This design comes from an exercise in tuning for small area, a short achievable clock period and few clock cycles on the open sky130 flow, not from production work.
Where RTL was checked, it was by simulation tests only, not by an equivalence proof against the original.
Power figures rest on the tool's default switching activity, not on a simulated workload.

run 1:
## MyDesign
module MyDesign (
    input  wire        dut_run,
    output reg         dut_busy,
    input  wire        reset_b,
    input  wire        clk,
    output wire        input_sram_write_enable,
    output wire [11:0] input_sram_write_addresss,
    output wire [15:0] input_sram_write_data,
    output wire [11:0] input_sram_read_address,
    input  wire [15:0] input_sram_read_data,
    output reg         output_sram_write_enable,
    output wire [11:0] output_sram_write_addresss,
    output wire [15:0] output_sram_write_data,
    output wire [11:0] output_sram_read_address,
    input  wire [15:0] output_sram_read_data,
    output wire        scratchpad_sram_write_enable,
    output wire [11:0] scratchpad_sram_write_addresss,
    output wire [15:0] scratchpad_sram_write_data,
    output wire [11:0] scratchpad_sram_read_address,
    input  wire [15:0] scratchpad_sram_read_data,
    output wire        weights_sram_write_enable,
    output wire [11:0] weights_sram_write_addresss,
    output wire [15:0] weights_sram_write_data,
    output wire [11:0] weights_sram_read_address,
    input  wire [15:0] weights_sram_read_data
);
clock: 11.0 ns
lec_check: 0
abc_area: 1
cap_margin: 20
core_margin: 2
core_utilization: 40
cts_buf_list: sky130_fd_sc_hd__clkbuf_4 sky130_fd_sc_hd__clkbuf_8
slew_margin: 20
synth_hierarchical: 1
synth_minimum_keep_size: 0
run.sh (not shown) runs the stock make flow with config.mk's settings and CLKGATE_MAP_FILE= SYNTH_SCRIPT=/design/flow/synth_recipe.tcl, a recipe that flattens the netlist after the stock synthesis.
Inputs modified between run 1 and run 2:
==> flow/flow/run.sh (new file) <==
#!/bin/bash
# Layout: the standard ORFS flow (standard.sh, unchanged synthesis),
# with repair_timing asked to keep a setup margin of 7.3 ns on the design's
# 11 ns clock, and the port buffers made as buf_2 cells.
# Each ORFS step writes its full log under orfs/logs; make's output goes to
# standard.log.
set -o pipefail
bash standard.sh SETUP_SLACK_MARGIN=7.3 "BUFFER_PORTS_ARGS=-buffer_cell sky130_fd_sc_hd__buf_2" finish > standard.log 2>&1
==> flow/standard.sh (new file) <==
#!/bin/bash
# synth_recipe.tcl (not shown) runs the flow's synth.tcl, then flattens the netlist and writes it again
# the make line also repeats each setting of config.mk as NAME=value (left out here)
make -C /OpenROAD-flow-scripts/flow DESIGN_CONFIG=/design/flow/config.mk WORK_HOME=/design/flow/orfs CLKGATE_MAP_FILE= SYNTH_SCRIPT=/design/flow/synth_recipe.tcl "${@:-finish}"
diff --git a/flow/config.mk b/flow/config.mk
--- a/flow/config.mk
+++ b/flow/config.mk
@@ -12,2 +12 @@
-export CTS_BUF_LIST = sky130_fd_sc_hd__clkbuf_4 sky130_fd_sc_hd__clkbuf_8
-export SLEW_MARGIN = 20
+export SLEW_MARGIN = 65
removed: flow/run.sh
==> comparison <==
Diff run 1 -> run 2: total number of vias went up; clock latency of the later-clocked register in the worst-skew pair went down. Compared with run 1, run 2 shows a number of nets in the final layout that is 65 higher. Against run 1 as the reference, run 2 delivers a higher met2 usage. Summary — utilization, run 2 relative to run 1: higher, by 1.7 points. Run 2 against run 1: total power grew by 0.65%, number of global-route vias before repair increased 1.3%.
Inputs modified between run 2 and run 3:
==> flow/run.sh (new file) <==
#!/bin/bash
# synth_recipe.tcl (not shown) runs the flow's synth.tcl, then flattens the netlist and writes it again
# the make line also repeats each setting of config.mk as NAME=value (left out here)
make -C /OpenROAD-flow-scripts/flow DESIGN_CONFIG=/design/flow/config.mk WORK_HOME=/design/flow/orfs CLKGATE_MAP_FILE= SYNTH_SCRIPT=/design/flow/synth_recipe.tcl finish
diff --git a/flow/config.mk b/flow/config.mk
--- a/flow/config.mk
+++ b/flow/config.mk
@@ -12 +12 @@
-export SLEW_MARGIN = 65
+export SLEW_MARGIN = 85
removed: flow/flow/run.sh
removed: flow/standard.sh
Notes after the runs:
When run 3 is measured against run 2, its number of antenna violations at the first check in global routing turns out 5 higher.
Compared with run 2, in run 3 number of signal-net buffers in the layout increased 285; post-detailed-placement cell area now larger; met2 layer wire length in the routed design moved up; number of setup buffers added after CTS lost 17.
Run 2 → run 3: clock buffer and inverter area fraction after layout now smaller, total power now sits higher, least setup slack across all paths after layout shrank by 1.34 ns.
Run 3 completed; timing, DRC and antenna clean
Setup changes, run 3 to run 4
==> flow/flow/run.sh (new file) <==
#!/bin/bash
# Layout: the standard ORFS flow (standard.sh, unchanged synthesis),
# with repair_timing asked to keep a setup margin of 7.7 ns on the design's
# 11 ns clock, and the port buffers made as buf_2 cells.
# Each ORFS step writes its full log under orfs/logs; make's output goes to
# standard.log.
set -o pipefail
bash standard.sh SETUP_SLACK_MARGIN=7.7 "BUFFER_PORTS_ARGS=-buffer_cell sky130_fd_sc_hd__buf_2" finish > standard.log 2>&1
==> flow/standard.sh (new file) <==
#!/bin/bash
# synth_recipe.tcl (not shown) runs the flow's synth.tcl, then flattens the netlist and writes it again
# the make line also repeats each setting of config.mk as NAME=value (left out here)
make -C /OpenROAD-flow-scripts/flow DESIGN_CONFIG=/design/flow/config.mk WORK_HOME=/design/flow/orfs CLKGATE_MAP_FILE= SYNTH_SCRIPT=/design/flow/synth_recipe.tcl "${@:-finish}"
diff --git a/flow/config.mk b/flow/config.mk
--- a/flow/config.mk
+++ b/flow/config.mk
@@ -12 +12 @@
-export SLEW_MARGIN = 85
+export SLEW_MARGIN = 65
removed: flow/run.sh
## What came out
| fmax | run 4 vs run 3 | better |. Run 3 vs run 4, slowest library cell on the worst path: clkdlybuf4s50_1 vs fa_2. Looking at launching instance or port of the critical path, the r810 result is from run 3; the ph[3] one comes from run 4. Taking run 3 as the reference, in run 4 total of fill cells in the finished design now sits higher; arrival time at the worst endpoint now sits lower; routed length on met1 now sits lower; count of buffers not belonging to the clock network in the layout now sits lower. For run 3, the end point of the critical path was wd_lo[1], unlike run 4, where it was r570.
Input-level comparison between run 5 and run 4:
==> flow/run.sh (new file) <==
#!/bin/bash
# synth_recipe.tcl (not shown) runs the flow's synth.tcl, then flattens the netlist and writes it again
# the make line also repeats each setting of config.mk as NAME=value (left out here)
make -C /OpenROAD-flow-scripts/flow DESIGN_CONFIG=/design/flow/config.mk WORK_HOME=/design/flow/orfs CLKGATE_MAP_FILE= SYNTH_SCRIPT=/design/flow/synth_recipe.tcl finish
removed: flow/flow/run.sh
removed: flow/standard.sh
==> comparison <==
Across run 5 and run 4, none had a timing, DRC or antenna violation.
The total power draw of run 5 was superior to that of run 4.
Sort run 5 and run 4 by combinational group share of total power asc -> top: run 5
Design area: run 5 < run 4
Post-route core utilization: run 5 < run 4
Delta (run 5 minus run 4): routed via count went down about 2.3%; overall die width saw little to no change; internal cell power shrank by 2.4%.
Edits applied to the flow inputs when going from run 5 to run 6:
diff --git a/flow/config.mk b/flow/config.mk
--- a/flow/config.mk
+++ b/flow/config.mk
@@ -12 +12 @@
-export SLEW_MARGIN = 65
+export SLEW_MARGIN = 20
Run 6 completed end to end with timing, DRC and antenna clean.
Run 6 reports a higher sequential share of layout area than run 5 does.
The number of nets at the end of the flow of run 6 falls short of that of run 5 by about 1.9%.
Run 6 vs. run 5: setup slack now sits lower; utilization fell 1.4 points; worst hold slack has remained practically unchanged; first-pass GRT wire length was more or less identical.
Side by side, area of all placed cells without fillers turned out lower in run 6 than in run 5.
Any difference in clock skew between run 5 and run 6 is small enough to ignore.
On wire length reported by the detailed router, run 6 tracks run 5 almost exactly.
Non-clock buffer count went down by more than a quarter going from run 5 to run 6.
No functional check of the RTL was part of any run of this note.


MyDesign, a different RTL version from the one above (not shown whole).
Size: roughly 2800 cells after synthesis, roughly 230 I/O pins, about 28000 sq um of cells after synthesis.
Settings: LEC_CHECK=0, ABC_AREA=1, CAP_MARGIN=20, CORE_MARGIN=2, CORE_UTILIZATION=55, CTS_BUF_LIST=sky130_fd_sc_hd__clkbuf_8 sky130_fd_sc_hd__clkbuf_16, CTS_CLUSTER_DIAMETER=80, CTS_CLUSTER_SIZE=30, SLEW_MARGIN=20, SYNTH_HIERARCHICAL=1, SYNTH_MINIMUM_KEEP_SIZE=0; clock period 11.0 ns.
standard.sh (not shown) runs the stock make flow with config.mk's settings and CLKGATE_MAP_FILE= SYNTH_SCRIPT=/design/flow/synth_recipe.tcl, a recipe that flattens the netlist after the stock synthesis.
==> flow/flow/run.sh <==
#!/bin/bash
# Layout: the standard ORFS flow (standard.sh, unchanged synthesis),
# with repair_timing asked to keep a setup margin of 7.4 ns on the design's
# 11 ns clock, and the port buffers made as buf_2 cells.
# Each ORFS step writes its full log under orfs/logs; make's output goes to
# standard.log.
set -o pipefail
bash standard.sh SETUP_SLACK_MARGIN=7.4 "BUFFER_PORTS_ARGS=-buffer_cell sky130_fd_sc_hd__buf_2" finish > standard.log 2>&1
Testbench counts at the start, summed over its fixed seeds: cycles 13,944.
Edit:
==> flow/flow/run.sh (replaced) <==
#!/bin/bash
# Layout: the standard ORFS flow (standard.sh, unchanged synthesis),
# with repair_timing asked to keep a setup margin of 7.6 ns on the design's
# 11 ns clock, and the port buffers made as buf_2 cells.
# Each ORFS step writes its full log under orfs/logs; make's output goes to
# standard.log.
set -o pipefail
bash standard.sh SETUP_SLACK_MARGIN=7.6 "BUFFER_PORTS_ARGS=-buffer_cell sky130_fd_sc_hd__buf_2" finish > standard.log 2>&1
- CTS_BUF_LIST: sky130_fd_sc_hd__clkbuf_8 sky130_fd_sc_hd__clkbuf_16 -> sky130_fd_sc_hd__clkbuf_8
- CTS_CLUSTER_DIAMETER: 80 -> 60
- CTS_CLUSTER_SIZE: 30 -> 20
Outcome:
- area after synthesis does not change
- design area is higher by 1.5%
- critical path depth is lower by 9
- combinational power is higher by about 0.9%
- sequential power stays flat
- setup slack is better by 0.055 ns


main:
MyDesign, a different RTL version from the one above (not shown whole).
For scale: about 2,900 cells after synthesis, ~450 flip-flops.
export LEC_CHECK = 0
export ABC_AREA = 1
export CAP_MARGIN = 20
export CORE_MARGIN = 2
export CORE_UTILIZATION = 55
export CTS_BUF_LIST = sky130_fd_sc_hd__clkbuf_8 sky130_fd_sc_hd__clkbuf_16
export CTS_CLUSTER_DIAMETER = 80
export CTS_CLUSTER_SIZE = 30
export SLEW_MARGIN = 20
export SYNTH_HIERARCHICAL = 1
export SYNTH_MINIMUM_KEEP_SIZE = 0
create_clock -name core_clock -period 11.0 [get_ports {clk}]
==> flow/flow/run.sh <==
#!/bin/bash
# Layout: the standard ORFS flow (standard.sh, unchanged synthesis),
# with repair_timing asked to keep a setup margin of 7.6 ns on the design's
# 11 ns clock, and the port buffers made as buf_2 cells.
# Each ORFS step writes its full log under orfs/logs; make's output goes to
# standard.log.
set -o pipefail
bash standard.sh SETUP_SLACK_MARGIN=7.6 "BUFFER_PORTS_ARGS=-buffer_cell sky130_fd_sc_hd__buf_2" finish > standard.log 2>&1
The following lists how the feature branch was set up differently from main:
--- a/flow/flow/run.sh
+++ b/flow/flow/run.sh
@@ -3 +3 @@
-# with repair_timing asked to keep a setup margin of 7.6 ns on the design's
+# with repair_timing asked to keep a setup margin of 7.8 ns on the design's
@@ -8 +8 @@
-bash standard.sh SETUP_SLACK_MARGIN=7.6 "BUFFER_PORTS_ARGS=-buffer_cell sky130_fd_sc_hd__buf_2" finish > standard.log 2>&1
+bash standard.sh SETUP_SLACK_MARGIN=7.8 "BUFFER_PORTS_ARGS=-buffer_cell sky130_fd_sc_hd__buf_2" finish > standard.log 2>&1
## What came out
The feature branch does worse than main on setup slack.
Looking at top layer reached by signal wires, the met4 result is from main; the met5 one comes from the feature branch.
Looking at the reports, the feature branch completed the entire flow and the layout it produced met the timing, design-rule and antenna checks.
Cell count across the feature branch and main: no real change.
Relative to main, clock power share has gone down in the feature branch.
On overall power of the completed layout, the feature branch and main are neck and neck.
Internal power component (higher): the feature branch
Going from main to the feature branch, arrival time of data at the critical path endpoint lower, area taken by flip-flops and latches barely changed.
No functional check of the RTL was part of any run of this note.


RTL: one of the versions met above, not the one the previous note started from.
Size in the first run: about 2,800 cells after synthesis, ~28,000 um^2 of cells after synthesis.
Settings: LEC_CHECK=0, ABC_AREA=1, CAP_MARGIN=20, CORE_MARGIN=2, CORE_UTILIZATION=65, CTS_BUF_LIST=sky130_fd_sc_hd__clkbuf_8 sky130_fd_sc_hd__clkbuf_16, CTS_CLUSTER_DIAMETER=80, CTS_CLUSTER_SIZE=30, SLEW_MARGIN=20, SYNTH_HIERARCHICAL=1, SYNTH_MINIMUM_KEEP_SIZE=0; clock period 11.0 ns.
==> flow/flow/run.sh <==
#!/bin/bash
# Layout: the standard ORFS flow (standard.sh, unchanged synthesis),
# with repair_timing asked to keep a setup margin of 7.6 ns on the design's
# 11 ns clock, and the port buffers made as buf_2 cells.
# Each ORFS step writes its full log under orfs/logs; make's output goes to
# standard.log.
set -o pipefail
bash standard.sh SETUP_SLACK_MARGIN=7.6 "BUFFER_PORTS_ARGS=-buffer_cell sky130_fd_sc_hd__buf_2" finish > standard.log 2>&1
Testbench counts at the start, summed over its fixed seeds: cycles 13,944.
==> next run, changes <==
==> flow/run.sh (new file) <==
#!/bin/bash
# synth_recipe.tcl (not shown) runs the flow's synth.tcl, then flattens the netlist and writes it again
# the make line also repeats each setting of config.mk as NAME=value (left out here)
make -C /OpenROAD-flow-scripts/flow DESIGN_CONFIG=/design/flow/config.mk WORK_HOME=/design/flow/orfs CLKGATE_MAP_FILE= SYNTH_SCRIPT=/design/flow/synth_recipe.tcl finish
CORE_UTILIZATION = 55   (was 65)
SETUP_SLACK_MARGIN = 5   (was not set)
SLEW_MARGIN = 65   (was 20)
removed: flow/flow/run.sh
removed: flow/standard.sh
Effect: Sequential share of layout area shrinks by 0.75 points; die area grows by 18%; synthesized cell count is unchanged.
==> next run, changes <==
==> flow/flow/run.sh (new file) <==
#!/bin/bash
# Layout: the standard ORFS flow (standard.sh, unchanged synthesis),
# with repair_timing asked to keep a setup margin of 7.6 ns on the design's
# 11 ns clock, and the port buffers made as buf_2 cells.
# Each ORFS step writes its full log under orfs/logs; make's output goes to
# standard.log.
set -o pipefail
bash standard.sh SETUP_SLACK_MARGIN=7.6 "BUFFER_PORTS_ARGS=-buffer_cell sky130_fd_sc_hd__buf_2" finish > standard.log 2>&1
==> flow/standard.sh (new file) <==
#!/bin/bash
# synth_recipe.tcl (not shown) runs the flow's synth.tcl, then flattens the netlist and writes it again
# the make line also repeats each setting of config.mk as NAME=value (left out here)
make -C /OpenROAD-flow-scripts/flow DESIGN_CONFIG=/design/flow/config.mk WORK_HOME=/design/flow/orfs CLKGATE_MAP_FILE= SYNTH_SCRIPT=/design/flow/synth_recipe.tcl "${@:-finish}"
SETUP_SLACK_MARGIN = not set   (was 5)
SLEW_MARGIN = 20   (was 65)
removed: flow/run.sh
What happened: Cell area is lower by 1.6%. Routed wire length is higher by 0.72%. Setup slack gets better by 0.56 ns.


Another version of the RTL of MyDesign (not shown whole).
Size in the first run: about 2,700 cells after synthesis, roughly 470 flip-flops, about 230 I/O pins, roughly 28,000 µm² of cells after synthesis.
==> flow/config.mk <==
export PLATFORM = sky130hd
export DESIGN_NAME = MyDesign
export DESIGN_NICKNAME = MyDesign
export VERILOG_FILES = /design/flow/design.v
export SDC_FILE = /design/flow/constraint.sdc
export NUM_CORES = 4
export LEC_CHECK = 0
export ABC_AREA = 1
export CAP_MARGIN = 20
export CORE_MARGIN = 2
export CORE_UTILIZATION = 40
export CTS_BUF_LIST = sky130_fd_sc_hd__clkbuf_8 sky130_fd_sc_hd__clkbuf_16
export CTS_CLUSTER_DIAMETER = 80
export CTS_CLUSTER_SIZE = 30
export SLEW_MARGIN = 20
export SYNTH_HIERARCHICAL = 1
export SYNTH_MINIMUM_KEEP_SIZE = 0
==> flow/constraint.sdc <==
create_clock -name core_clock -period 11.0 [get_ports {clk}]
set_input_delay 2.2000 -clock core_clock [delete_from_list [all_inputs] [get_ports {clk}]]
set_output_delay 2.2000 -clock core_clock [all_outputs]
set_load 0.01 [all_outputs]
==> flow/flow/run.sh <==
#!/bin/bash
# Layout: the standard ORFS flow (standard.sh, unchanged synthesis),
# with repair_timing asked to keep a setup margin of 7.6 ns on the design's
# 11 ns clock, and the port buffers made as buf_2 cells.
# Each ORFS step writes its full log under orfs/logs; make's output goes to
# standard.log.
set -o pipefail
bash standard.sh SETUP_SLACK_MARGIN=7.6 "BUFFER_PORTS_ARGS=-buffer_cell sky130_fd_sc_hd__buf_2" finish > standard.log 2>&1
Testbench counts at the start, summed over its fixed seeds: cycles 13,944.
==> next run, changes <==
CTS_BUF_LIST = not set   (was sky130_fd_sc_hd__clkbuf_8 sky130_fd_sc_hd__clkbuf_16)
CTS_CLUSTER_DIAMETER = not set   (was 80)
CTS_CLUSTER_SIZE = not set   (was 30)
SLEW_MARGIN = 65   (was 20)
Critical path depth does not change.
Clock power came out higher by about 30%.
Power came out higher by 5.2%.
Via count came out higher by 2.6%.
Non-clock buffer count came out higher by 75.
Flip-flop and latch count is unchanged.
Cell count came out higher by 3.2%.
Design area came out higher by 4.9%.
Register-to-register slack gets better by 0.06 ns.
Area after synthesis stays the same.
==> next run, changes <==
SLEW_MARGIN = 20   (was 65)
After rerunning: Worst setup slack gets worse by 0.055 ns; routed wire length stays flat; global-route usage stays flat; worst hold slack degrades by 0.0085 ns; die area does not change.

-- re-timing with driven ports --
The flow's constraints put no driver on any port. The routed layouts listed below were extracted and timed again, unchanged, in two steps.
Step 1: set_driving_cell puts a clkbuf_16 on clk and a buf_2 on each other input, an assumption about the parent block.
Step 2, shift: input delay + t, output delay - t, t = (earliest + latest rising clock arrival at the registers) / 2. This alone moves slack from input paths to output paths.
a / b / c = no drivers / after step 1 / after step 2; a / b = the first two.
run | t, ns | slack for setup (ns) | worst hold slack (ns) | clock arrival spread, ns | worst data-port slew with drivers (ns)
run 1 | 0.726 | 6.380 / 6.380 / 6.188 | 0.347 / 0.347 / 0.347 | 0.053 / 0.054 | 0.08
run 2 | 0.653 | 7.317 / 7.317 / 7.317 | 0.345 / 0.345 / 0.345 | 0.055 / 0.055 | 0.04
run 3 | 0.664 | 5.973 / 5.973 / 5.973 | 0.347 / 0.347 / 0.347 | 0.027 / 0.026 | 0.09
run 4 | 0.653 | 7.375 / 7.375 / 7.375 | 0.341 / 0.341 / 0.341 | 0.034 / 0.033 | 0.05
run 5 | 0.651 | 7.078 / 7.078 / 7.078 | 0.345 / 0.345 / 0.345 | 0.029 / 0.028 | 0.09
run 6 | 0.661 | 6.408 / 6.408 / 6.138 | 0.343 / 0.343 / 0.343 | 0.029 / 0.029 | 0.08
the first run of note 2 | 0.642 | 7.431 / 7.414 / 7.188 | 0.354 / 0.354 / 0.354 | 0.038 / 0.038 | 0.05
the second run of note 2 | 0.714 | 7.486 / 7.429 / 7.203 | 0.350 / 0.350 / 0.350 | 0.077 / 0.078 | 0.06
main | 0.673 | 7.368 / 7.368 / 7.368 | 0.347 / 0.347 / 0.347 | 0.048 / 0.047 | 0.04
the feature branch | 0.649 | 7.352 / 7.352 / 7.352 | 0.359 / 0.359 / 0.359 | 0.032 / 0.031 | 0.03
the first run of note 4 | 0.639 | 7.546 / 7.546 / 7.229 | 0.356 / 0.356 / 0.356 | 0.033 / 0.033 | 0.04
the second run of note 4 | 0.646 | 6.993 / 6.933 / 7.242 | 0.355 / 0.355 / 0.355 | 0.038 / 0.038 | 0.04
the third run of note 4 | 0.643 | 7.556 / 7.497 / 7.263 | 0.354 / 0.354 / 0.354 | 0.035 / 0.035 | 0.05
the first run of note 5 | 0.688 | 7.614 / 7.602 / 7.204 | 0.353 / 0.353 / 0.353 | 0.050 / 0.050 | 0.04
the second run of note 5 | 0.662 | 7.676 / 7.630 / 7.371 | 0.344 / 0.344 / 0.344 | 0.042 / 0.042 | 0.05
the third run of note 5 | 0.663 | 7.621 / 7.621 / 7.193 | 0.336 / 0.336 / 0.336 | 0.045 / 0.045 | 0.04
After both steps every run listed still meets setup and hold. For the third run of note 5, which loses most, drivers alone change the setup slack by 0.000 ns; drivers and shift together by -0.428 ns.
